What follows belongs to an exercise in optimizing a design on an open flow for small area, a short achievable clock period and few clock cycles per item; a production flow would make more cautious choices. Only simulation tests tie the RTL to the original design; equivalence was not proved.

## flow/design.v

```verilog
module part_2_TOP (input clk, rst, start, input [1:0] MOD, input [15:0] Xbus,
                   output Ready, output [17:0] RBUS);
    reg        busy;       
    reg        ph;         
    reg [1:0]  mr;         
    reg [2:0]  k;          
    reg [7:0]  Bone, Btwo, Bneg;   
    reg        Bb15;               
    reg [15:0] U;          
    reg [17:0] acc;        
    reg [1:0]  lo2;        
    wire        nz = |Xbus;
    wire        gt = Xbus[15] & (|Xbus[14:0]);
    wire        c0 = nz & (~Xbus[0] | gt);
    wire [14:0] y  = Xbus[15:1];
    reg  [14:0] h;                     
    integer i;
    always @(*) begin
        for (i = 0; i < 15; i = i + 1)
            h[i] = y[i] ^ (c0 & ~|(y & ((15'd1 << i) - 15'd1)));
    end
    wire [15:0] t0 = {h, Xbus[0] ^ (nz & ~gt)};
    wire [15:0] pm;
    mul16hi mu (.a(U), .one(Bone), .two(Btwo), .neg(Bneg), .b15(Bb15), .y(pm));
    reg [2:0] last;
    always @(*) begin
        case (mr)
            2'd0: last = 3'd6;
            2'd1: last = 3'd6;
            2'd2: last = 3'd5;
            default: last = 3'd7;
        endcase
    end
    wire [2:0] kn = k + 3'd1;
    reg [15:0] cn;
    always @(*) begin
        case ({mr == 2'd3, kn})
            {1'b0, 3'd2}: cn = 16'h5555;
            {1'b0, 3'd3}: cn = 16'h4000;
            {1'b0, 3'd4}: cn = 16'h3333;
            {1'b0, 3'd5}: cn = 16'h2AAA;
            {1'b0, 3'd6}: cn = 16'h2492;
            {1'b0, 3'd7}: cn = 16'h2000;
            {1'b1, 3'd2}: cn = 16'hAAAA;
            {1'b1, 3'd3}: cn = 16'hC000;
            {1'b1, 3'd4}: cn = 16'hCCCC;
            {1'b1, 3'd5}: cn = 16'hD555;
            {1'b1, 3'd6}: cn = 16'hD999;
            {1'b1, 3'd7}: cn = 16'hE000;
            default:      cn = 16'h0000;
        endcase
    end
    reg inc, neg;
    always @(*) begin
        case (mr)
            2'd0: begin inc = (k != 3'd7); neg = 1'b0;  end    
            2'd1: begin inc = ~k[0];       neg = k[1];  end    
            2'd2: begin inc = k[0];        neg = ~k[1]; end    
            default: begin inc = 1'b1;     neg = k[0];  end    
        endcase
    end
    reg sp, sn, sp2, sn2, asub;
    wire [15:0] u2 = {U[13:0], lo2};
    wire [15:0] ad = ({16{sp}} & U) | ({16{sn}} & ~U) | ({16{sp2}} & u2) | ({16{sn2}} & ~u2);
    wire [17:0] addend = {{2{asub}}, ad};
    wire [18:0] sum1 = {acc, 1'b1} + {addend, asub};
    wire [17:0] sum = sum1[18:1];
    assign RBUS  = sum;
    wire skip = busy & ph & (k == 3'd2) & (mr != 2'd3);
    wire [15:0] dn = (busy & ph & ~skip) ? cn : Xbus;
    wire [16:0] db = {dn, 1'b0};
    reg [7:0] one_n, two_n, neg_n;
    integer j;
    always @(*) begin
        for (j = 0; j < 8; j = j + 1) begin
            one_n[j] = db[2*j] ^ db[2*j+1];
            two_n[j] = (db[2*j+2] & ~db[2*j+1] & ~db[2*j]) | (~db[2*j+2] & db[2*j+1] & db[2*j]);
            neg_n[j] = db[2*j+2];
        end
    end
    assign Ready = ~busy;
    always @(posedge clk or posedge rst) begin
        if (rst) begin
            busy <= 1'b0;
            ph   <= 1'b0;
            sp   <= 1'b0;
            sn   <= 1'b0;
            sp2  <= 1'b0;
            sn2  <= 1'b0;
            asub <= 1'b0;
            mr   <= 2'd0;
            k    <= 3'd0;
        end else begin
            sp   <= busy & ph & inc & ~neg & ~skip;
            sn   <= busy & ph & inc & neg & ~skip;
            sp2  <= busy & ph & inc & ~neg & skip;
            sn2  <= busy & ph & inc & neg & skip;
            asub <= busy & ph & inc & neg;
            if (!busy) begin
                if (start) begin
                    busy <= 1'b1;
                    ph   <= 1'b1;
                    mr   <= MOD;
                    k    <= 3'd1;
                end
            end else if (skip) begin
                k <= 3'd3;
            end else if (ph) begin
                ph <= 1'b0;
                if (k == last)
                    busy <= 1'b0;
            end else begin
                ph <= 1'b1;
                k  <= kn;
            end
        end
    end
    always @(posedge clk) begin
        U <= !busy ? {1'b0, t0[15:1]} : skip ? {2'b00, pm[15:2]} : pm;
        lo2 <= pm[1:0];
        Bone <= one_n;
        Btwo <= two_n;
        Bneg <= neg_n;
        Bb15 <= dn[15];
        if (!busy & start) begin
            case (MOD)
                2'd0: acc <= {2'b01, t0};
                2'd2: acc <= 18'h10000;
                default: acc <= {2'b00, t0};
            endcase
        end else
            acc <= sum;
    end
endmodule
module mul16hi (input [15:0] a, input [7:0] one, input [7:0] two, input [7:0] neg, input b15, output [15:0] y);
    wire [15:0] b = {b15, 15'd0};
    wire one0 = one[0];
    wire two0 = two[0];
    wire neg0 = neg[0];
    wire one1 = one[1];
    wire two1 = two[1];
    wire neg1 = neg[1];
    wire one2 = one[2];
    wire two2 = two[2];
    wire neg2 = neg[2];
    wire one3 = one[3];
    wire two3 = two[3];
    wire neg3 = neg[3];
    wire one4 = one[4];
    wire two4 = two[4];
    wire neg4 = neg[4];
    wire one5 = one[5];
    wire two5 = two[5];
    wire neg5 = neg[5];
    wire one6 = one[6];
    wire two6 = two[6];
    wire neg6 = neg[6];
    wire one7 = one[7];
    wire two7 = two[7];
    wire neg7 = neg[7];
    wire p0_0 = ((one0 & a[0])) ^ neg0;
    wire p0_1 = ((one0 & a[1]) | (two0 & a[0])) ^ neg0;
    wire p0_2 = ((one0 & a[2]) | (two0 & a[1])) ^ neg0;
    wire p0_3 = ((one0 & a[3]) | (two0 & a[2])) ^ neg0;
    wire p0_4 = ((one0 & a[4]) | (two0 & a[3])) ^ neg0;
    wire p0_5 = ((one0 & a[5]) | (two0 & a[4])) ^ neg0;
    wire p0_6 = ((one0 & a[6]) | (two0 & a[5])) ^ neg0;
    wire p0_7 = ((one0 & a[7]) | (two0 & a[6])) ^ neg0;
    wire p0_8 = ((one0 & a[8]) | (two0 & a[7])) ^ neg0;
    wire p0_9 = ((one0 & a[9]) | (two0 & a[8])) ^ neg0;
    wire p0_10 = ((one0 & a[10]) | (two0 & a[9])) ^ neg0;
    wire p0_11 = ((one0 & a[11]) | (two0 & a[10])) ^ neg0;
    wire p0_12 = ((one0 & a[12]) | (two0 & a[11])) ^ neg0;
    wire p0_13 = ((one0 & a[13]) | (two0 & a[12])) ^ neg0;
    wire p0_14 = ((one0 & a[14]) | (two0 & a[13])) ^ neg0;
    wire p0_15 = ((one0 & a[15]) | (two0 & a[14])) ^ neg0;
    wire p0_16 = ((two0 & a[15])) ^ neg0;
    wire p1_0 = ((one1 & a[0])) ^ neg1;
    wire p1_1 = ((one1 & a[1]) | (two1 & a[0])) ^ neg1;
    wire p1_2 = ((one1 & a[2]) | (two1 & a[1])) ^ neg1;
    wire p1_3 = ((one1 & a[3]) | (two1 & a[2])) ^ neg1;
    wire p1_4 = ((one1 & a[4]) | (two1 & a[3])) ^ neg1;
    wire p1_5 = ((one1 & a[5]) | (two1 & a[4])) ^ neg1;
    wire p1_6 = ((one1 & a[6]) | (two1 & a[5])) ^ neg1;
    wire p1_7 = ((one1 & a[7]) | (two1 & a[6])) ^ neg1;
    wire p1_8 = ((one1 & a[8]) | (two1 & a[7])) ^ neg1;
    wire p1_9 = ((one1 & a[9]) | (two1 & a[8])) ^ neg1;
    wire p1_10 = ((one1 & a[10]) | (two1 & a[9])) ^ neg1;
    wire p1_11 = ((one1 & a[11]) | (two1 & a[10])) ^ neg1;
    wire p1_12 = ((one1 & a[12]) | (two1 & a[11])) ^ neg1;
    wire p1_13 = ((one1 & a[13]) | (two1 & a[12])) ^ neg1;
    wire p1_14 = ((one1 & a[14]) | (two1 & a[13])) ^ neg1;
    wire p1_15 = ((one1 & a[15]) | (two1 & a[14])) ^ neg1;
    wire p1_16 = ((two1 & a[15])) ^ neg1;
    wire p2_0 = ((one2 & a[0])) ^ neg2;
    wire p2_1 = ((one2 & a[1]) | (two2 & a[0])) ^ neg2;
    wire p2_2 = ((one2 & a[2]) | (two2 & a[1])) ^ neg2;
    wire p2_3 = ((one2 & a[3]) | (two2 & a[2])) ^ neg2;
    wire p2_4 = ((one2 & a[4]) | (two2 & a[3])) ^ neg2;
    wire p2_5 = ((one2 & a[5]) | (two2 & a[4])) ^ neg2;
    wire p2_6 = ((one2 & a[6]) | (two2 & a[5])) ^ neg2;
    wire p2_7 = ((one2 & a[7]) | (two2 & a[6])) ^ neg2;
    wire p2_8 = ((one2 & a[8]) | (two2 & a[7])) ^ neg2;
    wire p2_9 = ((one2 & a[9]) | (two2 & a[8])) ^ neg2;
    wire p2_10 = ((one2 & a[10]) | (two2 & a[9])) ^ neg2;
    wire p2_11 = ((one2 & a[11]) | (two2 & a[10])) ^ neg2;
    wire p2_12 = ((one2 & a[12]) | (two2 & a[11])) ^ neg2;
    wire p2_13 = ((one2 & a[13]) | (two2 & a[12])) ^ neg2;
    wire p2_14 = ((one2 & a[14]) | (two2 & a[13])) ^ neg2;
    wire p2_15 = ((one2 & a[15]) | (two2 & a[14])) ^ neg2;
    wire p2_16 = ((two2 & a[15])) ^ neg2;
    wire p3_0 = ((one3 & a[0])) ^ neg3;
    wire p3_1 = ((one3 & a[1]) | (two3 & a[0])) ^ neg3;
    wire p3_2 = ((one3 & a[2]) | (two3 & a[1])) ^ neg3;
    wire p3_3 = ((one3 & a[3]) | (two3 & a[2])) ^ neg3;
    wire p3_4 = ((one3 & a[4]) | (two3 & a[3])) ^ neg3;
    wire p3_5 = ((one3 & a[5]) | (two3 & a[4])) ^ neg3;
    wire p3_6 = ((one3 & a[6]) | (two3 & a[5])) ^ neg3;
    wire p3_7 = ((one3 & a[7]) | (two3 & a[6])) ^ neg3;
    wire p3_8 = ((one3 & a[8]) | (two3 & a[7])) ^ neg3;
    wire p3_9 = ((one3 & a[9]) | (two3 & a[8])) ^ neg3;
    wire p3_10 = ((one3 & a[10]) | (two3 & a[9])) ^ neg3;
    wire p3_11 = ((one3 & a[11]) | (two3 & a[10])) ^ neg3;
    wire p3_12 = ((one3 & a[12]) | (two3 & a[11])) ^ neg3;
    wire p3_13 = ((one3 & a[13]) | (two3 & a[12])) ^ neg3;
    wire p3_14 = ((one3 & a[14]) | (two3 & a[13])) ^ neg3;
    wire p3_15 = ((one3 & a[15]) | (two3 & a[14])) ^ neg3;
    wire p3_16 = ((two3 & a[15])) ^ neg3;
    wire p4_0 = ((one4 & a[0])) ^ neg4;
    wire p4_1 = ((one4 & a[1]) | (two4 & a[0])) ^ neg4;
    wire p4_2 = ((one4 & a[2]) | (two4 & a[1])) ^ neg4;
    wire p4_3 = ((one4 & a[3]) | (two4 & a[2])) ^ neg4;
    wire p4_4 = ((one4 & a[4]) | (two4 & a[3])) ^ neg4;
    wire p4_5 = ((one4 & a[5]) | (two4 & a[4])) ^ neg4;
    wire p4_6 = ((one4 & a[6]) | (two4 & a[5])) ^ neg4;
    wire p4_7 = ((one4 & a[7]) | (two4 & a[6])) ^ neg4;
    wire p4_8 = ((one4 & a[8]) | (two4 & a[7])) ^ neg4;
    wire p4_9 = ((one4 & a[9]) | (two4 & a[8])) ^ neg4;
    wire p4_10 = ((one4 & a[10]) | (two4 & a[9])) ^ neg4;
    wire p4_11 = ((one4 & a[11]) | (two4 & a[10])) ^ neg4;
    wire p4_12 = ((one4 & a[12]) | (two4 & a[11])) ^ neg4;
    wire p4_13 = ((one4 & a[13]) | (two4 & a[12])) ^ neg4;
    wire p4_14 = ((one4 & a[14]) | (two4 & a[13])) ^ neg4;
    wire p4_15 = ((one4 & a[15]) | (two4 & a[14])) ^ neg4;
    wire p4_16 = ((two4 & a[15])) ^ neg4;
    wire p5_0 = ((one5 & a[0])) ^ neg5;
    wire p5_1 = ((one5 & a[1]) | (two5 & a[0])) ^ neg5;
    wire p5_2 = ((one5 & a[2]) | (two5 & a[1])) ^ neg5;
    wire p5_3 = ((one5 & a[3]) | (two5 & a[2])) ^ neg5;
    wire p5_4 = ((one5 & a[4]) | (two5 & a[3])) ^ neg5;
    wire p5_5 = ((one5 & a[5]) | (two5 & a[4])) ^ neg5;
    wire p5_6 = ((one5 & a[6]) | (two5 & a[5])) ^ neg5;
    wire p5_7 = ((one5 & a[7]) | (two5 & a[6])) ^ neg5;
    wire p5_8 = ((one5 & a[8]) | (two5 & a[7])) ^ neg5;
    wire p5_9 = ((one5 & a[9]) | (two5 & a[8])) ^ neg5;
    wire p5_10 = ((one5 & a[10]) | (two5 & a[9])) ^ neg5;
    wire p5_11 = ((one5 & a[11]) | (two5 & a[10])) ^ neg5;
    wire p5_12 = ((one5 & a[12]) | (two5 & a[11])) ^ neg5;
    wire p5_13 = ((one5 & a[13]) | (two5 & a[12])) ^ neg5;
    wire p5_14 = ((one5 & a[14]) | (two5 & a[13])) ^ neg5;
    wire p5_15 = ((one5 & a[15]) | (two5 & a[14])) ^ neg5;
    wire p5_16 = ((two5 & a[15])) ^ neg5;
    wire p6_0 = ((one6 & a[0])) ^ neg6;
    wire p6_1 = ((one6 & a[1]) | (two6 & a[0])) ^ neg6;
    wire p6_2 = ((one6 & a[2]) | (two6 & a[1])) ^ neg6;
    wire p6_3 = ((one6 & a[3]) | (two6 & a[2])) ^ neg6;
    wire p6_4 = ((one6 & a[4]) | (two6 & a[3])) ^ neg6;
    wire p6_5 = ((one6 & a[5]) | (two6 & a[4])) ^ neg6;
    wire p6_6 = ((one6 & a[6]) | (two6 & a[5])) ^ neg6;
    wire p6_7 = ((one6 & a[7]) | (two6 & a[6])) ^ neg6;
    wire p6_8 = ((one6 & a[8]) | (two6 & a[7])) ^ neg6;
    wire p6_9 = ((one6 & a[9]) | (two6 & a[8])) ^ neg6;
    wire p6_10 = ((one6 & a[10]) | (two6 & a[9])) ^ neg6;
    wire p6_11 = ((one6 & a[11]) | (two6 & a[10])) ^ neg6;
    wire p6_12 = ((one6 & a[12]) | (two6 & a[11])) ^ neg6;
    wire p6_13 = ((one6 & a[13]) | (two6 & a[12])) ^ neg6;
    wire p6_14 = ((one6 & a[14]) | (two6 & a[13])) ^ neg6;
    wire p6_15 = ((one6 & a[15]) | (two6 & a[14])) ^ neg6;
    wire p6_16 = ((two6 & a[15])) ^ neg6;
    wire p7_0 = ((one7 & a[0])) ^ neg7;
    wire p7_1 = ((one7 & a[1]) | (two7 & a[0])) ^ neg7;
    wire p7_2 = ((one7 & a[2]) | (two7 & a[1])) ^ neg7;
    wire p7_3 = ((one7 & a[3]) | (two7 & a[2])) ^ neg7;
    wire p7_4 = ((one7 & a[4]) | (two7 & a[3])) ^ neg7;
    wire p7_5 = ((one7 & a[5]) | (two7 & a[4])) ^ neg7;
    wire p7_6 = ((one7 & a[6]) | (two7 & a[5])) ^ neg7;
    wire p7_7 = ((one7 & a[7]) | (two7 & a[6])) ^ neg7;
    wire p7_8 = ((one7 & a[8]) | (two7 & a[7])) ^ neg7;
    wire p7_9 = ((one7 & a[9]) | (two7 & a[8])) ^ neg7;
    wire p7_10 = ((one7 & a[10]) | (two7 & a[9])) ^ neg7;
    wire p7_11 = ((one7 & a[11]) | (two7 & a[10])) ^ neg7;
    wire p7_12 = ((one7 & a[12]) | (two7 & a[11])) ^ neg7;
    wire p7_13 = ((one7 & a[13]) | (two7 & a[12])) ^ neg7;
    wire p7_14 = ((one7 & a[14]) | (two7 & a[13])) ^ neg7;
    wire p7_15 = ((one7 & a[15]) | (two7 & a[14])) ^ neg7;
    wire p7_16 = ((two7 & a[15])) ^ neg7;
    wire w1 = p0_10 ^ p1_8;
    wire w2 = p0_10 & p1_8;
    wire w3 = p0_11 ^ p1_9;
    wire w4 = p0_11 & p1_9;
    wire w5 = p0_12 ^ p1_10 ^ p2_8;
    wire w6 = (p0_12 & p1_10) | (p0_12 & p2_8) | (p1_10 & p2_8);
    wire w7 = p3_6 ^ p4_4;
    wire w8 = p3_6 & p4_4;
    wire w9 = p0_13 ^ p1_11 ^ p2_9;
    wire w10 = (p0_13 & p1_11) | (p0_13 & p2_9) | (p1_11 & p2_9);
    wire w11 = p3_7 ^ p4_5;
    wire w12 = p3_7 & p4_5;
    wire w13 = p0_14 ^ p1_12 ^ p2_10;
    wire w14 = (p0_14 & p1_12) | (p0_14 & p2_10) | (p1_12 & p2_10);
    wire w15 = p3_8 ^ p4_6 ^ p5_4;
    wire w16 = (p3_8 & p4_6) | (p3_8 & p5_4) | (p4_6 & p5_4);
    wire w17 = p6_2 ^ p7_0;
    wire w18 = p6_2 & p7_0;
    wire w19 = p0_15 ^ p1_13 ^ p2_11;
    wire w20 = (p0_15 & p1_13) | (p0_15 & p2_11) | (p1_13 & p2_11);
    wire w21 = p3_9 ^ p4_7 ^ p5_5;
    wire w22 = (p3_9 & p4_7) | (p3_9 & p5_5) | (p4_7 & p5_5);
    wire w23 = p6_3 ^ p7_1;
    wire w24 = p6_3 & p7_1;
    wire w25 = p0_16 ^ p1_14 ^ p2_12;
    wire w26 = (p0_16 & p1_14) | (p0_16 & p2_12) | (p1_14 & p2_12);
    wire w27 = p3_10 ^ p4_8 ^ p5_6;
    wire w28 = (p3_10 & p4_8) | (p3_10 & p5_6) | (p4_8 & p5_6);
    wire w29 = p6_4 ^ p7_2 ^ (a[0] & b[15]);
    wire w30 = (p6_4 & p7_2) | (p6_4 & (a[0] & b[15])) | (p7_2 & (a[0] & b[15]));
    wire w31 = neg0 ^ p1_15 ^ p2_13;
    wire w32 = (neg0 & p1_15) | (neg0 & p2_13) | (p1_15 & p2_13);
    wire w33 = p3_11 ^ p4_9 ^ p5_7;
    wire w34 = (p3_11 & p4_9) | (p3_11 & p5_7) | (p4_9 & p5_7);
    wire w35 = p6_5 ^ p7_3 ^ (a[1] & b[15]);
    wire w36 = (p6_5 & p7_3) | (p6_5 & (a[1] & b[15])) | (p7_3 & (a[1] & b[15]));
    wire w37 = neg0 ^ p1_16 ^ p2_14;
    wire w38 = (neg0 & p1_16) | (neg0 & p2_14) | (p1_16 & p2_14);
    wire w39 = p3_12 ^ p4_10 ^ p5_8;
    wire w40 = (p3_12 & p4_10) | (p3_12 & p5_8) | (p4_10 & p5_8);
    wire w41 = p6_6 ^ p7_4 ^ (a[2] & b[15]);
    wire w42 = (p6_6 & p7_4) | (p6_6 & (a[2] & b[15])) | (p7_4 & (a[2] & b[15]));
    wire w43 = ~neg0 ^ ~neg1 ^ p2_15;
    wire w44 = (~neg0 & ~neg1) | (~neg0 & p2_15) | (~neg1 & p2_15);
    wire w45 = p3_13 ^ p4_11 ^ p5_9;
    wire w46 = (p3_13 & p4_11) | (p3_13 & p5_9) | (p4_11 & p5_9);
    wire w47 = p6_7 ^ p7_5 ^ (a[3] & b[15]);
    wire w48 = (p6_7 & p7_5) | (p6_7 & (a[3] & b[15])) | (p7_5 & (a[3] & b[15]));
    wire w49 = p2_16 ^ p3_14 ^ p4_12;
    wire w50 = (p2_16 & p3_14) | (p2_16 & p4_12) | (p3_14 & p4_12);
    wire w51 = p5_10 ^ p6_8 ^ p7_6;
    wire w52 = (p5_10 & p6_8) | (p5_10 & p7_6) | (p6_8 & p7_6);
    wire w53 = (a[4] & b[15]) ^ 1'b1;
    wire w54 = (a[4] & b[15]) & 1'b1;
    wire w55 = ~neg2 ^ p3_15 ^ p4_13;
    wire w56 = (~neg2 & p3_15) | (~neg2 & p4_13) | (p3_15 & p4_13);
    wire w57 = p5_11 ^ p6_9 ^ p7_7;
    wire w58 = (p5_11 & p6_9) | (p5_11 & p7_7) | (p6_9 & p7_7);
    wire w59 = p3_16 ^ p4_14 ^ p5_12;
    wire w60 = (p3_16 & p4_14) | (p3_16 & p5_12) | (p4_14 & p5_12);
    wire w61 = p6_10 ^ p7_8;
    wire w62 = p6_10 & p7_8;
    wire w63 = ~neg3 ^ p4_15 ^ p5_13;
    wire w64 = (~neg3 & p4_15) | (~neg3 & p5_13) | (p4_15 & p5_13);
    wire w65 = p4_16 ^ p5_14;
    wire w66 = p4_16 & p5_14;
    wire w67 = p0_6 ^ p1_4;
    wire w68 = p0_6 & p1_4;
    wire w69 = p0_7 ^ p1_5;
    wire w70 = p0_7 & p1_5;
    wire w71 = p0_8 ^ p1_6 ^ p2_4;
    wire w72 = (p0_8 & p1_6) | (p0_8 & p2_4) | (p1_6 & p2_4);
    wire w73 = p3_2 ^ p4_0;
    wire w74 = p3_2 & p4_0;
    wire w75 = p0_9 ^ p1_7 ^ p2_5;
    wire w76 = (p0_9 & p1_7) | (p0_9 & p2_5) | (p1_7 & p2_5);
    wire w77 = p3_3 ^ p4_1;
    wire w78 = p3_3 & p4_1;
    wire w79 = p2_6 ^ p3_4 ^ p4_2;
    wire w80 = (p2_6 & p3_4) | (p2_6 & p4_2) | (p3_4 & p4_2);
    wire w81 = p5_0 ^ neg5 ^ w1;
    wire w82 = (p5_0 & neg5) | (p5_0 & w1) | (neg5 & w1);
    wire w83 = p2_7 ^ p3_5 ^ p4_3;
    wire w84 = (p2_7 & p3_5) | (p2_7 & p4_3) | (p3_5 & p4_3);
    wire w85 = p5_1 ^ w3 ^ w2;
    wire w86 = (p5_1 & w3) | (p5_1 & w2) | (w3 & w2);
    wire w87 = p5_2 ^ p6_0 ^ neg6;
    wire w88 = (p5_2 & p6_0) | (p5_2 & neg6) | (p6_0 & neg6);
    wire w89 = w5 ^ w7 ^ w4;
    wire w90 = (w5 & w7) | (w5 & w4) | (w7 & w4);
    wire w91 = p5_3 ^ p6_1 ^ w9;
    wire w92 = (p5_3 & p6_1) | (p5_3 & w9) | (p6_1 & w9);
    wire w93 = w11 ^ w6 ^ w8;
    wire w94 = (w11 & w6) | (w11 & w8) | (w6 & w8);
    wire w95 = neg7 ^ w13 ^ w15;
    wire w96 = (neg7 & w13) | (neg7 & w15) | (w13 & w15);
    wire w97 = w17 ^ w10 ^ w12;
    wire w98 = (w17 & w10) | (w17 & w12) | (w10 & w12);
    wire w99 = w19 ^ w21 ^ w23;
    wire w100 = (w19 & w21) | (w19 & w23) | (w21 & w23);
    wire w101 = w14 ^ w16 ^ w18;
    wire w102 = (w14 & w16) | (w14 & w18) | (w16 & w18);
    wire w103 = w25 ^ w27 ^ w29;
    wire w104 = (w25 & w27) | (w25 & w29) | (w27 & w29);
    wire w105 = w20 ^ w22 ^ w24;
    wire w106 = (w20 & w22) | (w20 & w24) | (w22 & w24);
    wire w107 = w31 ^ w33 ^ w35;
    wire w108 = (w31 & w33) | (w31 & w35) | (w33 & w35);
    wire w109 = w26 ^ w28 ^ w30;
    wire w110 = (w26 & w28) | (w26 & w30) | (w28 & w30);
    wire w111 = w37 ^ w39 ^ w41;
    wire w112 = (w37 & w39) | (w37 & w41) | (w39 & w41);
    wire w113 = w32 ^ w34 ^ w36;
    wire w114 = (w32 & w34) | (w32 & w36) | (w34 & w36);
    wire w115 = w43 ^ w45 ^ w47;
    wire w116 = (w43 & w45) | (w43 & w47) | (w45 & w47);
    wire w117 = w38 ^ w40 ^ w42;
    wire w118 = (w38 & w40) | (w38 & w42) | (w40 & w42);
    wire w119 = w49 ^ w51 ^ w53;
    wire w120 = (w49 & w51) | (w49 & w53) | (w51 & w53);
    wire w121 = w44 ^ w46 ^ w48;
    wire w122 = (w44 & w46) | (w44 & w48) | (w46 & w48);
    wire w123 = (a[5] & b[15]) ^ w55 ^ w57;
    wire w124 = ((a[5] & b[15]) & w55) | ((a[5] & b[15]) & w57) | (w55 & w57);
    wire w125 = w50 ^ w52 ^ w54;
    wire w126 = (w50 & w52) | (w50 & w54) | (w52 & w54);
    wire w127 = (a[6] & b[15]) ^ 1'b1 ^ w59;
    wire w128 = ((a[6] & b[15]) & 1'b1) | ((a[6] & b[15]) & w59) | (1'b1 & w59);
    wire w129 = w61 ^ w56 ^ w58;
    wire w130 = (w61 & w56) | (w61 & w58) | (w56 & w58);
    wire w131 = p6_11 ^ p7_9 ^ (a[7] & b[15]);
    wire w132 = (p6_11 & p7_9) | (p6_11 & (a[7] & b[15])) | (p7_9 & (a[7] & b[15]));
    wire w133 = w63 ^ w60 ^ w62;
    wire w134 = (w63 & w60) | (w63 & w62) | (w60 & w62);
    wire w135 = p6_12 ^ p7_10 ^ (a[8] & b[15]);
    wire w136 = (p6_12 & p7_10) | (p6_12 & (a[8] & b[15])) | (p7_10 & (a[8] & b[15]));
    wire w137 = 1'b1 ^ w65 ^ w64;
    wire w138 = (1'b1 & w65) | (1'b1 & w64) | (w65 & w64);
    wire w139 = ~neg4 ^ p5_15 ^ p6_13;
    wire w140 = (~neg4 & p5_15) | (~neg4 & p6_13) | (p5_15 & p6_13);
    wire w141 = p7_11 ^ (a[9] & b[15]) ^ w66;
    wire w142 = (p7_11 & (a[9] & b[15])) | (p7_11 & w66) | ((a[9] & b[15]) & w66);
    wire w143 = p5_16 ^ p6_14 ^ p7_12;
    wire w144 = (p5_16 & p6_14) | (p5_16 & p7_12) | (p6_14 & p7_12);
    wire w145 = (a[10] & b[15]) ^ 1'b1;
    wire w146 = (a[10] & b[15]) & 1'b1;
    wire w147 = ~neg5 ^ p6_15 ^ p7_13;
    wire w148 = (~neg5 & p6_15) | (~neg5 & p7_13) | (p6_15 & p7_13);
    wire w149 = p6_16 ^ p7_14;
    wire w150 = p6_16 & p7_14;
    wire w151 = p0_4 ^ p1_2;
    wire w152 = p0_4 & p1_2;
    wire w153 = p0_5 ^ p1_3;
    wire w154 = p0_5 & p1_3;
    wire w155 = p2_2 ^ p3_0 ^ neg3;
    wire w156 = (p2_2 & p3_0) | (p2_2 & neg3) | (p3_0 & neg3);
    wire w157 = p2_3 ^ p3_1 ^ w69;
    wire w158 = (p2_3 & p3_1) | (p2_3 & w69) | (p3_1 & w69);
    wire w159 = neg4 ^ w71 ^ w73;
    wire w160 = (neg4 & w71) | (neg4 & w73) | (w71 & w73);
    wire w161 = w75 ^ w77 ^ w72;
    wire w162 = (w75 & w77) | (w75 & w72) | (w77 & w72);
    wire w163 = w79 ^ w81 ^ w76;
    wire w164 = (w79 & w81) | (w79 & w76) | (w81 & w76);
    wire w165 = w83 ^ w85 ^ w80;
    wire w166 = (w83 & w85) | (w83 & w80) | (w85 & w80);
    wire w167 = w87 ^ w89 ^ w84;
    wire w168 = (w87 & w89) | (w87 & w84) | (w89 & w84);
    wire w169 = w91 ^ w93 ^ w88;
    wire w170 = (w91 & w93) | (w91 & w88) | (w93 & w88);
    wire w171 = w95 ^ w97 ^ w92;
    wire w172 = (w95 & w97) | (w95 & w92) | (w97 & w92);
    wire w173 = w99 ^ w101 ^ w96;
    wire w174 = (w99 & w101) | (w99 & w96) | (w101 & w96);
    wire w175 = w103 ^ w105 ^ w100;
    wire w176 = (w103 & w105) | (w103 & w100) | (w105 & w100);
    wire w177 = w107 ^ w109 ^ w104;
    wire w178 = (w107 & w109) | (w107 & w104) | (w109 & w104);
    wire w179 = w111 ^ w113 ^ w108;
    wire w180 = (w111 & w113) | (w111 & w108) | (w113 & w108);
    wire w181 = w115 ^ w117 ^ w112;
    wire w182 = (w115 & w117) | (w115 & w112) | (w117 & w112);
    wire w183 = w119 ^ w121 ^ w116;
    wire w184 = (w119 & w121) | (w119 & w116) | (w121 & w116);
    wire w185 = w123 ^ w125 ^ w120;
    wire w186 = (w123 & w125) | (w123 & w120) | (w125 & w120);
    wire w187 = w127 ^ w129 ^ w124;
    wire w188 = (w127 & w129) | (w127 & w124) | (w129 & w124);
    wire w189 = w131 ^ w133 ^ w128;
    wire w190 = (w131 & w133) | (w131 & w128) | (w133 & w128);
    wire w191 = w135 ^ w137 ^ w132;
    wire w192 = (w135 & w137) | (w135 & w132) | (w137 & w132);
    wire w193 = w139 ^ w141 ^ w136;
    wire w194 = (w139 & w141) | (w139 & w136) | (w141 & w136);
    wire w195 = w143 ^ w145 ^ w140;
    wire w196 = (w143 & w145) | (w143 & w140) | (w145 & w140);
    wire w197 = (a[11] & b[15]) ^ w147 ^ w144;
    wire w198 = ((a[11] & b[15]) & w147) | ((a[11] & b[15]) & w144) | (w147 & w144);
    wire w199 = (a[12] & b[15]) ^ 1'b1 ^ w149;
    wire w200 = ((a[12] & b[15]) & 1'b1) | ((a[12] & b[15]) & w149) | (1'b1 & w149);
    wire w201 = ~neg6 ^ p7_15 ^ (a[13] & b[15]);
    wire w202 = (~neg6 & p7_15) | (~neg6 & (a[13] & b[15])) | (p7_15 & (a[13] & b[15]));
    wire w203 = p7_16 ^ (a[14] & b[15]);
    wire w204 = p7_16 & (a[14] & b[15]);
    wire w205 = p0_2 ^ p1_0;
    wire w206 = p0_2 & p1_0;
    wire w207 = p0_3 ^ p1_1;
    wire w208 = p0_3 & p1_1;
    wire w209 = p2_0 ^ neg2 ^ w151;
    wire w210 = (p2_0 & neg2) | (p2_0 & w151) | (neg2 & w151);
    wire w211 = p2_1 ^ w153 ^ w152;
    wire w212 = (p2_1 & w153) | (p2_1 & w152) | (w153 & w152);
    wire w213 = w67 ^ w155 ^ w154;
    wire w214 = (w67 & w155) | (w67 & w154) | (w155 & w154);
    wire w215 = w68 ^ w157 ^ w156;
    wire w216 = (w68 & w157) | (w68 & w156) | (w157 & w156);
    wire w217 = w70 ^ w159 ^ w158;
    wire w218 = (w70 & w159) | (w70 & w158) | (w159 & w158);
    wire w219 = w74 ^ w161 ^ w160;
    wire w220 = (w74 & w161) | (w74 & w160) | (w161 & w160);
    wire w221 = w78 ^ w163 ^ w162;
    wire w222 = (w78 & w163) | (w78 & w162) | (w163 & w162);
    wire w223 = w82 ^ w165 ^ w164;
    wire w224 = (w82 & w165) | (w82 & w164) | (w165 & w164);
    wire w225 = w86 ^ w167 ^ w166;
    wire w226 = (w86 & w167) | (w86 & w166) | (w167 & w166);
    wire w227 = w90 ^ w169 ^ w168;
    wire w228 = (w90 & w169) | (w90 & w168) | (w169 & w168);
    wire w229 = w94 ^ w171 ^ w170;
    wire w230 = (w94 & w171) | (w94 & w170) | (w171 & w170);
    wire w231 = w98 ^ w173 ^ w172;
    wire w232 = (w98 & w173) | (w98 & w172) | (w173 & w172);
    wire w233 = w102 ^ w175 ^ w174;
    wire w234 = (w102 & w175) | (w102 & w174) | (w175 & w174);
    wire w235 = w106 ^ w177 ^ w176;
    wire w236 = (w106 & w177) | (w106 & w176) | (w177 & w176);
    wire w237 = w110 ^ w179 ^ w178;
    wire w238 = (w110 & w179) | (w110 & w178) | (w179 & w178);
    wire w239 = w114 ^ w181 ^ w180;
    wire w240 = (w114 & w181) | (w114 & w180) | (w181 & w180);
    wire w241 = w118 ^ w183 ^ w182;
    wire w242 = (w118 & w183) | (w118 & w182) | (w183 & w182);
    wire w243 = w122 ^ w185 ^ w184;
    wire w244 = (w122 & w185) | (w122 & w184) | (w185 & w184);
    wire w245 = w126 ^ w187 ^ w186;
    wire w246 = (w126 & w187) | (w126 & w186) | (w187 & w186);
    wire w247 = w130 ^ w189 ^ w188;
    wire w248 = (w130 & w189) | (w130 & w188) | (w189 & w188);
    wire w249 = w134 ^ w191 ^ w190;
    wire w250 = (w134 & w191) | (w134 & w190) | (w191 & w190);
    wire w251 = w138 ^ w193 ^ w192;
    wire w252 = (w138 & w193) | (w138 & w192) | (w193 & w192);
    wire w253 = w142 ^ w195 ^ w194;
    wire w254 = (w142 & w195) | (w142 & w194) | (w195 & w194);
    wire w255 = w146 ^ w197 ^ w196;
    wire w256 = (w146 & w197) | (w146 & w196) | (w197 & w196);
    wire w257 = w148 ^ w199 ^ w198;
    wire w258 = (w148 & w199) | (w148 & w198) | (w199 & w198);
    wire w259 = w150 ^ w201 ^ w200;
    wire w260 = (w150 & w201) | (w150 & w200) | (w201 & w200);
    wire w261 = 1'b1 ^ w203 ^ w202;
    wire w262 = (1'b1 & w203) | (1'b1 & w202) | (w203 & w202);
    wire w263 = ~neg7 ^ (a[15] & b[15]) ^ w204;
    wire w264 = (~neg7 & (a[15] & b[15])) | (~neg7 & w204) | ((a[15] & b[15]) & w204);
    wire [31:0] s = {w263, w261, w259, w257, w255, w253, w251, w249, w247, w245, w243, w241, w239, w237, w235, w233, w231, w229, w227, w225, w223, w221, w219, w217, w215, w213, w211, w209, w207, neg1, p0_1, p0_0} + {w262, w260, w258, w256, w254, w252, w250, w248, w246, w244, w242, w240, w238, w236, w234, w232, w230, w228, w226, w224, w222, w220, w218, w216, w214, w212, w210, w208, w206, w205, 1'b0, neg0};
    assign y = s[31:16];
endmodule
```

## flow/run.sh

```bash
#!/bin/bash
# synth_recipe.tcl (not shown) runs the flow's synth.tcl, then flattens the netlist and writes it again
# the make line also repeats each setting of config.mk as NAME=value (left out here)
make -C /OpenROAD-flow-scripts/flow DESIGN_CONFIG=/design/flow/config.mk WORK_HOME=/design/flow/orfs CLKGATE_MAP_FILE= SYNTH_SCRIPT=/design/flow/synth_recipe.tcl finish
```

## flow/config.mk

```make
export PLATFORM = sky130hd
export DESIGN_NAME = part_2_TOP
export DESIGN_NICKNAME = part_2_TOP
export VERILOG_FILES = /design/flow/design.v
export SDC_FILE = /design/flow/constraint.sdc
export NUM_CORES = 4
export LEC_CHECK = 0
export CAP_MARGIN = 20
export CORE_MARGIN = 2
export CORE_UTILIZATION = 40
export PLACE_DENSITY = 0.6
export SETUP_SLACK_MARGIN = 4.25
export SLEW_MARGIN = 20
```

## flow/constraint.sdc

```tcl
create_clock -name core_clock -period 10.0 [get_ports {clk}]
set_input_delay 2.0000 -clock core_clock [delete_from_list [all_inputs] [get_ports {clk}]]
set_output_delay 2.0000 -clock core_clock [all_outputs]
set_load 0.01 [all_outputs]
```

==> metrics.md, run 1 <==
| Metric | Value |
|---|---|
| First-pass GRT wire length | 48300 um |
| Via density | between 5 and 6 |
| Multi-input gate area | around 0.008 sq mm |
| Total clock sinks | ~70 |
| Mapped Area | about 0.010 sq mm |
| Slowest CP cell | clkdlybuf4s50_1 |
| H-tree Lvls | 3 |
| Flops & latches, synth | between 70 and 80 |
| GR Overflow Total | 0 |
| Detailed-route via count | around 8600 |
| DRT Pass-1 Iters | 5 |
| Largest stage delay, worst path | ~0.57 ns |
| Starting density of the core | between 40 and 50% |
| DPL Wire Length | about 22000 um |
| Fin Setup TNS | 0 ns |
| Total Wirelength | approximately 30000 um |
| Max Fclk | about 180 MHz |
| Post-synthesis area per instance | 8.64 sq um |
| Synth warn | 1 |
| Most common cell in the netlist | xnor2_1 |
| Fill count | roughly 2600 |
| Arr. time, crit path | ~3.6 ns |
| Clk latency of the worst-skew pair | 0.34 ns |
| I/O pins | 40 |
| Max-cap viol count | 0 |
| Async set-reset flop share out of synthesis | between 10% and 20% |
| Pin count of the biggest net entering global routing | 24 |
| Unrepaired setup endpoints after global routing | yes |
| HP Class | register to register |
| Synth top cells by count | 159 x xnor2_1, 120 x a22oi_1, 113 x inv_1 |
| GRT Util Overall | between 20 and 25% |
| Routed Antenna Nets | 0 |
| Minimum clock period | between 5 and 6 ns |
| Share of layout cells above drive strength 1 | about 7.7% |
| CP Cell Sequence | mux2i_1 > nand2_1 > fa_1 > a211oi_1 > nor2_1 > o31ai_2 > a211oi_1 > nor2_1 > a21oi_1 > a31o_2 > xnor2_1 > clkdlybuf4s50_1 |
| Routability-driven placement congestion ratio | between 0.9 and 1 |
| Mapped Cells | between 1000 and 1500 |
| Pins Over Slew Limit | 0 |
| Period utilization | 56.4% |
| Hold Slack | between 0.6 and 0.7 ns |
| Max clock buf depth | 2 |
| DR iter-0 viols | around 620 |
| Ys flop type | dfxtp_1 |
| Nets@finish | 1385 |
| FP Rows | slightly below 60 |
| Crit-path max FO | 16 |
| PortBufs | 39 |
| Num CTS Buffers | 9 |
| Antenna Cells | 0 |
| CP delay by family, top | compound AO/OA/AOI/OAI gates |
| CORE AREA | approximately 0.026 sq mm |
| Final setup fails | 0 |
| Slew @ Worst Pin | between 0.9 and 1 ns |
| Setup crit start kind | register |
| Synth top area cells | fa_1 20%, xnor2_1 13%, dfxtp_1 11%, ha_1 9.1%, a22oi_1 8.6% |
| Max_slew headroom | ~37% |
| Die Y | between 150 and 200 um |
| Initial antenna violation count | 0 |
| Die W | approximately 170 um |
| Status | no timing/DRC/antenna violations |
| TritonCTS clock tree | done |
| Mean routed wirelength per cell | between 15 and 20 um |
| Register Area | ~0.0015 sq mm |
| Distinct cells, synth | 67 |
| Area leader, netlist | fa_1 |
| Crit Path Category | register to output port |
| Vias in the first global route | 8822 |
| CP Capture Type | output port |
| Layout Skew | ~0.0089 ns |
| Worst Path Buf+Inv | 1 |
| Area Overhead vs Synth | 9.06% |
| Root buffer cell | clkbuf_16 |
| Synth top area share | around a fifth |
| Crit path required time | about 8.0 ns |
| Clk pin slew, worst setup/hold paths | roughly 0.060 ns |
| Die area | around 0.027 sq mm |
| DRC | 0 |
| Final hold vios | 0 |
| Mapped Nets | between 1000 and 1500 |
| Seq/Total Area, Yosys | 14.4% |
| Post-synth EDFFs | 0 |
[sequential cells by signal, summed over array words and instances, names as in the netlist]
register	cells
ph	1
Bneg	8
lo2	2
Bone	8
mr	2
acc	18
U	16
Btwo	8
sp2	1
k	3
sn	1
asub	1
busy	1
sp	1
sn2	1
[worst paths after layout]
check	end	depth (start not counted)	slack, ns	startpoint
setup / recovery	RBUS[17]	12	4.36	sp2
hold / removal	ph	2	0.62	ph
min in group asynchronous	busy	2	1.96	rst
setup reg to reg	U[13]	18	4.59	Bneg[3]
max in group asynchronous	sp	2	7.69	rst
hold reg to reg	ph	2	0.62	ph
[placed cells by master, fill, tap and decap left out, types with 5 or more instances in the layout]
master / synthesis / routed
fa_1: 104 / 104
nor2b_1: 6 / 6
a22oi_1: 120 / 120
and2_1: 11 / 11
xor2_1: 24 / 24
a211oi_1: 6 / 6
clkbuf_16: 0 / 9
dfxtp_1: 60 / 35
o22ai_1: 7 / 7
xnor2_1: 159 / 159
dfrtp_1: 12 / 8
a221o_1: 6 / 6
nand2b_1: 14 / 14
ha_1: 76 / 75
o21ai_0: 49 / 49
clkdlybuf4s50_1: 0 / 38
inv_1: 113 / 112
buf_4: 1 / 20
o21a_1: 6 / 6
or3_1: 6 / 6
nand2_1: 93 / 93
a21o_1: 20 / 20
nor3_1: 12 / 11
o211ai_1: 7 / 7
nor2_1: 54 / 53
nand3_1: 8 / 8
a21oi_1: 37 / 36
mux2i_1: 34 / 34
dfxtp_2: 0 / 21
mux2_2: 6 / 6
a31oi_1: 5 / 5
[stage by stage]
step                cell area [sq um]  setup slack, ns  utilization [%]  std cells
floorplan                       10500             4.67                -       1210
CTS                             11300             4.24             43.8       1521
global placement                11000             4.35             42.7       1505
detailed placement              11000             4.33             42.7       1505
finish                          11400             4.36             44.1       1524
global route                    11400             4.05             44.1       1524
[worst min-delay path: cells and delay by family (launching register included)]
kind / cells / cell delay, ns
buffers and inverters: 1 / 0.09
DFF: 1 / 0.36
AOI/OAI and AO/OA: 1 / 0.13
[cells by family after synthesis]
| logic type | after synthesis | synth area share (%) |
|---|---|---|
| adders and majority gates | 180 | 29.0 |
| xor gates and xnor gates | 183 | 15.3 |
| muxes | 40 | 3.90 |
| buffers and inverters | 213 | 7.74 |
| AOI/OAI and AO/OA | 299 | 19.8 |
| and+or+nand+nor | 223 | 9.87 |
| DFF | 72 | 14.4 |
[repair_timing]
item,in CTS,in global routing
setup buffers,0,3
gates cloned,0,0
hold buffers,0,0
pin swaps,0,1
gates resized for setup,13,28
setup endpoints to repair,6,21
[cell type report]
class / count / area share [%]
flip-flops and latches: 72 / 13.6
clock buffers: 10 / 2.01
clock inverters: 6 / 0.373
multi-input cells: 925 / 71.6
repair buffers: 60 / 4.89
well taps: 335 / 3.68
inverters: 116 / 3.85
[metal layers]
layer / vias up / track usage, % / part of all wire, %
met2: 321 / 35.1 / 46
li1: 4067 / - / -
met3: 50 / 2.46 / 5.9
met5: - / 0 / 0
met1: 4151 / 30.2 / 45
met4: 0 / 7.52 / 2.7
Testbench counts, summed over its fixed seeds: cycles 14,484, items 1,280.
==> run 2: changes to the inputs <==
--- a/flow/config.mk
+++ b/flow/config.mk
@@ -8,6 +8,6 @@
 export CAP_MARGIN = 20
 export CORE_MARGIN = 2
 export CORE_UTILIZATION = 40
-export PLACE_DENSITY = 0.6
-export SETUP_SLACK_MARGIN = 4.25
+export PLACE_DENSITY = 0.75
+export SETUP_SLACK_MARGIN = 4.5
 export SLEW_MARGIN = 20
==> run 2 against run 1 <==
Core utilization up 1.0 points. Via count grew 3.8%. Cell area up 2.3%. Area after synthesis unchanged. Worst setup slack better by 0.26 ns. Die area is the same. Largest cell class unchanged.
==> metrics.md, run 2 <==
| Metric | Value |
|---|---|
| Status | no timing/DRC/antenna violations |
| Setup crit end | RBUS[12] |
| Initial antenna violation count | 0 |
| Synth warn | 1 |
| Met2 GRT Util | 33.5% |
| Max clock buf depth | 2 |
| FP Rows | between 50 and 60 |
| Met3 Resource Use GR | 3.35% |
| Crit-path max FO | 7 |
| Pins Over Slew Limit | 0 |
| Starting density of the core | around two fifths |
| Mapped Nets | approximately 1400 |
| Largest stage delay, worst path | about 0.47 ns |
| Ys flop type | dfxtp_1 |
| Mapped Area | between 0.01 and 0.015 sq mm |
| Arr. time, crit path | between 3 and 4 ns |
| Worst Hold Path Cells | 1 |
| Commonest non-fill, non-tap cell in the layout | xnor2_1 |
| Max Fclk | between 150 and 200 MHz |
| Final hold vios | 0 |
| Fin Setup TNS | 0 ns |
| Distinct cells, synth | 67 |
| Layout Skew | 0.00657 ns |
| Fill count | around 2500 |
| Commonest non-fill, non-tap cells in the layout | 158 x xnor2_1, 120 x a22oi_1, 111 x inv_1 |
| Pre-CTS setup slack | between 3 and 4 ns |
| GRT Util Overall | roughly a fifth |
| I/O pins | 40 |
| Max_slew headroom | between 30% and 40% |
| Post-synthesis area per instance | between 8 and 9 sq um |
| Largest Register | acc |
| Die Y | 166 um |
| CP Cell Sequence | mux2i_1 > nand2_1 > ha_2 > a21o_1 > a21o_1 > a21o_1 > nor3_2 > a21oi_2 > a21o_1 > a21oi_1 > xor2_1 > inv_1 > clkdlybuf4s50_1 |
| Clk pin slew, worst setup/hold paths | approximately 0.060 ns |
| Total Wirelength | between 20000 and 30000 um |
| Gr busiest metal | met2 |
| Final Worst Setup Slack | 4.62 ns |
| Slew @ Worst Pin | between 0.9 and 1 ns |
| Area leader, netlist | fa_1 |
| Register Area | roughly 0.0016 sq mm |
| Final setup fails | 0 |
| Max FFs per register | 18 |
| Slowest CP cell | clkdlybuf4s50_1 |
| Antenna Cells | 0 |
| Hold Slack | just over 0.6 ns |
| Pin count of the biggest net entering global routing | 25 |
| Flops & latches, synth | 72 |
| R2R depth | 18 |
| Synth top cells by count | 159 x xnor2_1, 120 x a22oi_1, 113 x inv_1 |
| HP Class | register to register |
| Routability-driven placement congestion ratio | approximately 0.9 |
| PortBufs | 39 |
| TritonCTS clock tree | done |
| Via density | approximately 5.8 |
| Reg2Reg Launch Point | Bneg[3] |
| Synth top area cells | fa_1 20%, xnor2_1 13%, dfxtp_1 11%, ha_1 9.1%, a22oi_1 8.6% |
| Clk latency of the worst-skew pair | 0.34 ns |
| DRC | 0 |
| First-pass GRT wire length | approximately 47000 um |
| Crit Path Category | register to output port |
| Routed Antenna Nets | 0 |
| GR Overflow Total | 0 |
| Nets@finish | 1400 |
| Top flop regs | acc x18, U x16 |
| Mean routed wirelength per cell | 18.4 um |
| Multi-input gate area | 0.00823 sq mm |
| CP Capture Type | output port |
| Area Overhead vs Synth | 11.5% |
| Reg-to-Reg End | U[7] |
| CP most frequent cell | a21o_1 |
| Vias in the first global route | around 9000 |
| Crit path from | sp |
| Most common cell in the netlist | xnor2_1 |
| # hold bufs at CTS | 0 |
| Met1 Usage GRT | approximately 28% |
| CORE AREA | ~0.026 sq mm |
| Die W | 166 um |
| DRT Pass-1 Iters | 6 |
| Seq/Total Area, Yosys | 14.4% |
| Die area | about 0.027 sq mm |
| Async set-reset flop share out of synthesis | 16.7% |
| Mapped Cells | roughly 1200 |
| Reg-to-reg slack, setup | 4.68 ns |
| Num CTS Buffers | 9 |
| Crit path required time | approximately 8.0 ns |
| Detailed-route via count | approximately 8900 |
| Max-cap viol count | 0 |
| DR iter-0 viols | between 800 and 900 |
| H-tree Lvls | 3 |
| Share of layout cells above drive strength 1 | a little over a tenth |
| DPL Wire Length | 20800 um |
| Root buffer cell | clkbuf_16 |
| Minimum clock period | approximately 5.4 ns |
| Total clock sinks | 72 |
| Synth top area share | between 15 and 20% |
| Unrepaired setup endpoints after global routing | yes |
| Setup crit start kind | register |
| Period utilization | 53.8% |
| Post-synth EDFFs | 0 |
run 2: routing by layer:
layer / vias to the layer above / share of wire [%]
met2: 452 / 48
met5: - / 0
met1: 4308 / 41
li1: 4087 / -
met3: 66 / 8.6
met4: 0 / 2.3
run 2: cells by family after synthesis:
| family | count (synthesis) | synth area share (%) |
|---|---|---|
| flip-flops | 72 | 14.4 |
| XOR/XNOR | 183 | 15.3 |
| adder cells (fa/ha/maj) | 180 | 29.0 |
| AND/OR/NAND/NOR | 223 | 9.87 |
| buffers and inverters | 213 | 7.74 |
| AO/OA/AOI/OAI | 299 | 19.8 |
| multiplexers | 40 | 3.90 |
run 2: critical path, delay by kind of cell (launching register included):
family	cells	cell delay [ns]
AO/OA/AOI/OAI	6	1.02
XOR/XNOR	1	0.25
adder cells (fa/ha/maj)	1	0.31
AND/OR/NAND/NOR	2	0.31
flip-flops	1	0.46
multiplexers	1	0.15
buffers and inverters	2	0.53
run 2: through the flow:
step / std cells / util (%) / instance area, sq um
finish: 1539 / 45.1 / 11700
global route: 1539 / 45.1 / 11700
CTS: 1529 / 44.3 / 11400
detailed placement: 1496 / 42.4 / 11000
global placement: 1496 / 42.4 / 11000
floorplan: 1210 / - / 10500
run 2: timing repair:
item,CTS,global route
pin swaps,1,7
cloned,0,0
buffers inserted,17,10
setup endpoints to repair,24,26
gates resized for setup,32,50
endpoints found under the hold margin,0,0
run 2: how the worst min path moves through the flow:
stage          startpoint    to
6_report             k[2]  busy
5_1_grt                ph    ph
4_1_cts              k[2]  busy
3_5_place_dp           ph    ph
3_3_place_gp           ph    ph
2_1_floorplan        k[2]  busy
run 2: cell type report:
type                            count  area share (%)
Multi-Input combinational cell    925            70.6
Sequential cell                    72            13.6
Timing Repair Buffer               75            5.89
Inverter                          116            3.83
Tap cell                          335            3.59
Clock buffer                       10            2.05
Clock inverter                      6           0.451
==> run 3: changes to the inputs <==
--- a/flow/config.mk
+++ b/flow/config.mk
@@ -8,6 +8,6 @@
 export CAP_MARGIN = 20
 export CORE_MARGIN = 2
 export CORE_UTILIZATION = 40
-export PLACE_DENSITY = 0.75
+export PLACE_DENSITY = 0.45
 export SETUP_SLACK_MARGIN = 4.5
 export SLEW_MARGIN = 20
==> run 3 against run 2 <==
Register-to-register slack improved by 0.08 ns. First-iteration DRC count shrank 40%. Non-clock buffer count increased by 15. Worst setup slack improved by 0.064 ns. Synthesized cell count unchanged. Flip-flop and latch count is the same. Core utilization rose by 0.56 points.
==> metrics.md, run 3 <==
| Metric | Value |
|---|---|
| Die W | approximately 170 um |
| Arr. time, crit path | between 3 and 4 ns |
| Pins Over Slew Limit | 0 |
| Post-synthesis area per instance | between 8 and 9 sq um |
| Synth warn | 1 |
| Largest Register | acc |
| FP Rows | just under 60 |
| Max clock buf depth | 2 |
| Antenna Cells | 0 |
| Commonest non-fill, non-tap cell in the layout | xnor2_1 |
| Crit-path max FO | 5 |
| Max_slew headroom | between 30 and 40% |
| Hold Slack | between 0.6 and 0.7 ns |
| Max FFs per register | 18 |
| Max Fclk | ~190 MHz |
| Routability-driven placement congestion ratio | 0.840 |
| Distinct cells, synth | 67 |
| Total Wirelength | 32200 um |
| Area leader, netlist | fa_1 |
| HP Class | register to register |
| Die Y | 166 um |
| Clk latency of the worst-skew pair | 0.35 ns |
| Mapped Area | 0.0105 sq mm |
| Vias in the first global route | about 9000 |
| Crit path required time | around 8 ns |
| Top flop regs | acc x18, U x16 |
| Slew @ Worst Pin | between 1 and 1.5 ns |
| TritonCTS clock tree | done |
| Mapped Cells | ~1200 |
| Ys flop type | dfxtp_1 |
| Detailed-route via count | ~8500 |
| First-pass GRT wire length | 51800 um |
| R2R depth | 17 |
| Initial antenna violation count | 0 |
| CP Capture Type | output port |
| Minimum clock period | between 5 and 6 ns |
| Starting density of the core | 40.5% |
| Crit Path Category | register to output port |
| CORE AREA | around 0.026 sq mm |
| Status | no timing/DRC/antenna violations |
| Most common cell in the netlist | xnor2_1 |
| Root buffer cell | clkbuf_16 |
| Final setup fails | 0 |
| Nets@finish | about 1400 |
| Layout Skew | about 0.006 ns |
| DR iter-0 viols | roughly 540 |
| Final hold vios | 0 |
| Die area | about 0.027 sq mm |
| Flops & latches, synth | a little over 70 |
| Total clock sinks | 72 |
| Setup crit start kind | register |
| Synth top cells by count | 159 x xnor2_1, 120 x a22oi_1, 113 x inv_1 |
| Worst Hold Path Cells | 1 |
| Mapped Nets | 1411 |
| # hold bufs at CTS | 0 |
| Post-synth EDFFs | 0 |
| DPL Wire Length | about 24000 um |
| Mean routed wirelength per cell | 20.7 um |
| I/O pins | 40 |
| Pin count of the biggest net entering global routing | 24 |
| Unrepaired setup endpoints after global routing | no |
| GR Overflow Total | 0 |
| DRC | 0 |
| Synth top area cells | fa_1 20%, xnor2_1 13%, dfxtp_1 11%, ha_1 9.1%, a22oi_1 8.6% |
| Fin Setup TNS | 0 ns |
| Num CTS Buffers | 9 |
| Via density | 5.50 |
| Synth top area share | between 10% and 20% |
| Async set-reset flop share out of synthesis | around 17% |
| Clk pin slew, worst setup/hold paths | 0.06 ns |
| Seq/Total Area, Yosys | 14.4% |
| Share of layout cells above drive strength 1 | roughly a tenth |
| Period utilization | a little over half |
| Max-cap viol count | 0 |
| H-tree Lvls | 3 |
| DRT Pass-1 Iters | 7 |
| Commonest non-fill, non-tap cells in the layout | 158 x xnor2_1, 120 x a22oi_1, 111 x inv_1 |
| PortBufs | 39 |
| GRT Util Overall | about a quarter |
| Routed Antenna Nets | 0 |
| Area Overhead vs Synth | 12.9% |
## run 3: cell counts after synthesis
Identical to the previous run, type by type.
## run 3: routing by layer
| layer | track usage (%) | routed length [um] | up-vias |
|---|---|---|---|
| met5 | 0 | 0 | - |
| met4 | 6.96 | 758 | 0 |
| met3 | 2.44 | 1180 | 37 |
| met2 | 39.9 | 15200 | 175 |
| met1 | 32.9 | 15000 | 4219 |
| li1 | - | - | 4118 |
## run 3: area by class of cell
type / instances / area, sq um
tap: 335 / 419
timing repair buffer: 90 / 867
clock buffer: 10 / 250
fill: 2633 / 14000
inverter: 116 / 447
sequential: 72 / 1540
multi-input combinational: 925 / 8230
clock inverter: 6 / 50.0
## run 3: repair_timing
| item | CTS | global route |
|---|---|---|
| pin swaps | 2 | 12 |
| endpoints found under the setup margin | 19 | 21 |
| buffers inserted | 11 | 11 |
| resized for setup | 19 | 47 |
| hold endpoints to repair | 0 | 0 |
## run 3: per-stage QoR
step | instance area, sq um | util [%] | instances | worst slack, ns
after detailed placement | 11100 | 43.0 | 1516 | 4.23
after global routing | 11800 | 45.7 | 1554 | 4.49
after floorplan | 10500 | - | 1210 | 4.67
final | 11800 | 45.7 | 1554 | 4.69
after CTS | 11600 | 44.8 | 1543 | 4.50
after global placement | 11100 | 43.0 | 1516 | 4.32
## run 3: path summary, 6_finish.rpt
kind                       startpoint        to  slack [ns]
max reg2reg                   Btwo[6]     U[13]        4.76
max                                sp  RBUS[12]        4.69
min                              k[2]      busy        0.63
max in group asynchronous         rst        sn        7.66
min in group asynchronous         rst      k[2]        1.97
min reg2reg                      k[2]      busy        0.63
## run 3: logic make-up after synthesis
| logic type | count (synthesis) | synth area share, % |
|---|---|---|
| mux | 40 | 3.90 |
| flops | 72 | 14.4 |
| buf+inv | 213 | 7.74 |
| compound gates | 299 | 19.8 |
| simple gates | 223 | 9.87 |
| fa+ha+maj | 180 | 29.0 |
| xor+xnor | 183 | 15.3 |
## run 3: worst max-delay path, cell delays in order (launching register included)
cell and delay (ns):
dfrtp_2 0.44, buf_4 0.16, mux2i_1 0.14, nand2_1 0.09, ha_2 0.22, a21o_1 0.16, a21o_1 0.17, a21o_1 0.19
nor3_2 0.20, a21oi_2 0.10, a21o_1 0.18, a21oi_1 0.16, xor2_1 0.20, inv_1 0.06, clkdlybuf4s50_1 0.47
==> run 4: changes to the inputs <==
--- a/flow/config.mk
+++ b/flow/config.mk
@@ -8,6 +8,6 @@
 export CAP_MARGIN = 20
 export CORE_MARGIN = 2
 export CORE_UTILIZATION = 40
-export PLACE_DENSITY = 0.45
+export PLACE_DENSITY = 0.6
 export SETUP_SLACK_MARGIN = 4.5
 export SLEW_MARGIN = 20
==> run 4 against run 3 <==
Critical path depth shrank 1. Flip-flop and latch count stayed put. Register-to-register slack got worse by 0.02 ns. Global-route usage decreased by 2.2 points. Final cell count is 0.84% lower. Sequential share of layout area grew 0.41 points. Clock skew rose by 0.0029 ns. Worst hold slack worse by 0.0041 ns.
==> metrics.md, run 4 <==
| Metric | Value |
|---|---|
| Unrepaired setup endpoints after global routing | no |
| Max Fclk | between 150 and 200 MHz |
| Largest stage delay, worst path | roughly 0.6 ns |
| DRC | 0 |
| Final hold vios | 0 |
| Max FFs per register | 18 |
| Largest Register | acc |
| Crit-path max FO | 14 |
| Crit path required time | approximately 8.0 ns |
| Reg-to-reg slack, setup | approximately 4.7 ns |
| First-pass GRT wire length | 48300 um |
| Final setup fails | 0 |
| CP Capture Type | output port |
| Seq/Total Area, Yosys | 14.4% |
| Synth top area share | between 15 and 20% |
| DRT Pass-1 Iters | 6 |
| Max-cap viol count | 0 |
| Clk pin slew, worst setup/hold paths | around 0.060 ns |
| Metal-1 WL | roughly 14000 um |
| Initial antenna violation count | 0 |
| HP Class | register to register |
| H-tree Lvls | 3 |
| Commonest non-fill, non-tap cells in the layout | 159 x xnor2_1, 120 x a22oi_1, 111 x inv_1 |
| Share of layout cells above drive strength 1 | 10.1% |
| Post-synth EDFFs | 0 |
| Routability-driven placement congestion ratio | about 0.9 |
| Hold Slack | approximately 0.63 ns |
| Distinct cells, synth | 67 |
| GR Overflow Total | 0 |
| CP delay by family, top | buffers and inverters |
| CORE AREA | around 0.026 sq mm |
| Synth top area cells | fa_1 20%, xnor2_1 13%, dfxtp_1 11%, ha_1 9.1%, a22oi_1 8.6% |
| Layout Skew | 0.00895 ns |
| Final Worst Setup Slack | ~4.7 ns |
| Max_slew headroom | between 30% and 40% |
| Slowest CP cell | clkdlybuf4s50_1 |
| Total clock sinks | approximately 70 |
| Metal2 WL | about 14000 um |
| Detailed-route via count | a little under 9000 |
| Minimum clock period | between 5 and 6 ns |
| Setup crit start kind | register |
| Die Y | roughly 170 um |
| Met3 WL | a little under 2000 um |
| Fill count | between 2000 and 3000 |
| Worst Hold Path Cells | 2 |
| Crit Path Category | register to output port |
| Vias in the first global route | 8841 |
| Die W | between 150 and 200 um |
| Root buffer cell | clkbuf_16 |
| Most common cell in the netlist | xnor2_1 |
| Starting density of the core | between 40% and 50% |
| Max clock buf depth | 2 |
| Fin Setup TNS | 0 ns |
| Nets@finish | roughly 1400 |
| Die area | 0.0274 sq mm |
| Ys flop type | dfxtp_1 |
| Arr. time, crit path | 3.34 ns |
| Highest metal used | met4 |
| Pre-CTS setup slack | approximately 4.3 ns |
| Pin count of the biggest net entering global routing | 24 |
| Reg2Reg Launch Point | U[4] |
| Async set-reset flop share out of synthesis | 16.7% |
| FP Rows | 59 |
| Clk latency of the worst-skew pair | 0.34 ns |
| Mapped Nets | 1411 |
| Synth warn | 1 |
| Antenna Cells | 0 |
| Reg-to-Reg End | U[13] |
| Via density | between 5 and 6 |
| Top flop regs | acc x18, U x16 |
| Synth top cells by count | 159 x xnor2_1, 120 x a22oi_1, 113 x inv_1 |
| R2R depth | 18 |
| Commonest non-fill, non-tap cell in the layout | xnor2_1 |
| I/O pins | 40 |
| Flops & latches, synth | a little over 70 |
| Num CTS Buffers | 9 |
| Mapped Cells | around 1200 |
| Worst Path Buf+Inv | 3 |
| Status | no timing/DRC/antenna violations |
| DR iter-0 viols | just over 600 |
| PortBufs | 39 |
| Slew @ Worst Pin | approximately 0.94 ns |
| GRT Util Overall | a little over a fifth |
| Pins Over Slew Limit | 0 |
| Total Wirelength | approximately 30000 um |
| TritonCTS clock tree | done |
| Mean routed wirelength per cell | slightly below 20 um |
| Mapped Area | 0.0105 sq mm |
| Period utilization | 53.4% |
| Post-synthesis area per instance | 8.64 sq um |
| WHS Endpoint | ph |
| DPL Wire Length | 22000 um |
| CP Cell Sequence | buf_4 > mux2i_1 > nand2_1 > ha_1 > a211oi_2 > nor2_1 > buf_4 > o21a_1 > nor2_1 > o21bai_1 > a21oi_1 > xnor2_1 > clkdlybuf4s50_1 |
| Area leader, netlist | fa_1 |
| Worst hold start | ph |
| Routed Antenna Nets | 0 |
| Area Overhead vs Synth | 11.8% |
==> run 4: changes by cell type in the layout (fill, tap and decap cells not counted), moves of 2 or more <==
cell            before  now
clkinv_2             0    2
buf_4               40   30
clkinv_4             2    0
dfxtp_1             42   30
dlymetal6s2s_1       2    4
dfxtp_4              5   12
dfxtp_2             13   18
buf_6                3    1
==> run 4: worst max path at each step <==
stage          endpoint  slack [ns]     from  depth (start not counted)
2_1_floorplan     U[11]        4.67  Bneg[4]                         17
3_3_place_gp   RBUS[17]        4.35     U[1]                         12
3_5_place_dp   RBUS[17]        4.33     U[1]                         12
4_1_cts        RBUS[17]        4.35      sp2                         12
5_1_grt           U[13]        4.50     U[4]                         18
6_report        RBUS[7]        4.66      sn2                         13
==> run 4: area by class of cell <==
type                            instances  area (sq um)  share of cell area, %
Multi-Input combinational cell        925          8210                   70.3
Sequential cell                        72          1570                   13.5
Timing Repair Buffer                   77           761                   6.51
Inverter                              116           447                   3.82
Tap cell                              335           419                   3.59
Clock buffer                           10           229                   1.96
Clock inverter                          6          42.5                  0.364
==> run 4: cells by family after synthesis <==
group	synth area share (%)
AO/OA/AOI/OAI	19.8
XOR/XNOR	15.3
adder cells (fa/ha/maj)	29.0
buffers and inverters	7.74
flip-flops	14.4
multiplexers	3.90
AND/OR/NAND/NOR	9.87
==> run 4: timing repair <==
action,in CTS,in global routing
endpoints found under the setup margin,20,27
gates resized for setup,27,55
pin swaps,0,8
hold buffers,0,0
setup buffers,3,17
==> run 4: tightest hold or removal path: cells and delay by family, from the launching register on <==
kind | cells | cell delay, ns
compound gates | 1 | 0.13
flops | 1 | 0.36
buf+inv | 1 | 0.09
==> run 4: metrics by stage <==
step / util [%] / cells / cell area, sq um
final: 45.2 / 1541 / 11700
after detailed placement: 42.7 / 1505 / 11000
after floorplan: - / 1210 / 10500
after CTS: 44.1 / 1524 / 11400
after global routing: 45.2 / 1541 / 11700
after global placement: 42.7 / 1505 / 11000
==> run 4: layer usage <==
| layer | track usage, % | vias up |
|---|---|---|
| li1 | - | 4097 |
| met1 | 30.3 | 4230 |
| met2 | 34.8 | 360 |
| met3 | 2.51 | 55 |
| met4 | 7.75 | 0 |
| met5 | 0 | - |

-- separate check: timing with driven ports --
The results above use ideal ports. As a check the final layouts listed here were re-extracted and re-timed, cells and wires unchanged.
Step 1 sets driving cells, clkbuf_16 on the clock port and buf_2 on the other inputs (assumed; they add their load-dependent delay and slew).
Step 2 adds t to the input delays and takes it off the output delays; t is the mean of the earliest and latest rising clock arrival at the registers after step 1. Input paths then give back, and output paths get back, about the clock's delay inside the block.
Three values: no drivers, after step 1, after step 2; two values: the first two.
| run | t, ns | setup slack, ns | worst setup path after step 2 | slew at the worst register clock pin (ns) | worst slew at a driven data input, ns |
|---|---|---|---|---|---|
| run 1 | 0.377 | 4.361 / 4.320 / 4.593 | register to register | 0.06 / 0.06 | 0.04 |
| run 2 | 0.373 | 4.622 / 4.585 / 4.683 | register to register | 0.06 / 0.06 | 0.05 |
| run 3 | 0.394 | 4.686 / 4.639 / 4.757 | register to register | 0.06 / 0.06 | 0.03 |
| run 4 | 0.382 | 4.663 / 4.622 / 4.742 | register to register | 0.06 / 0.06 | 0.04 |
After both steps setup and hold are still met in every run listed.
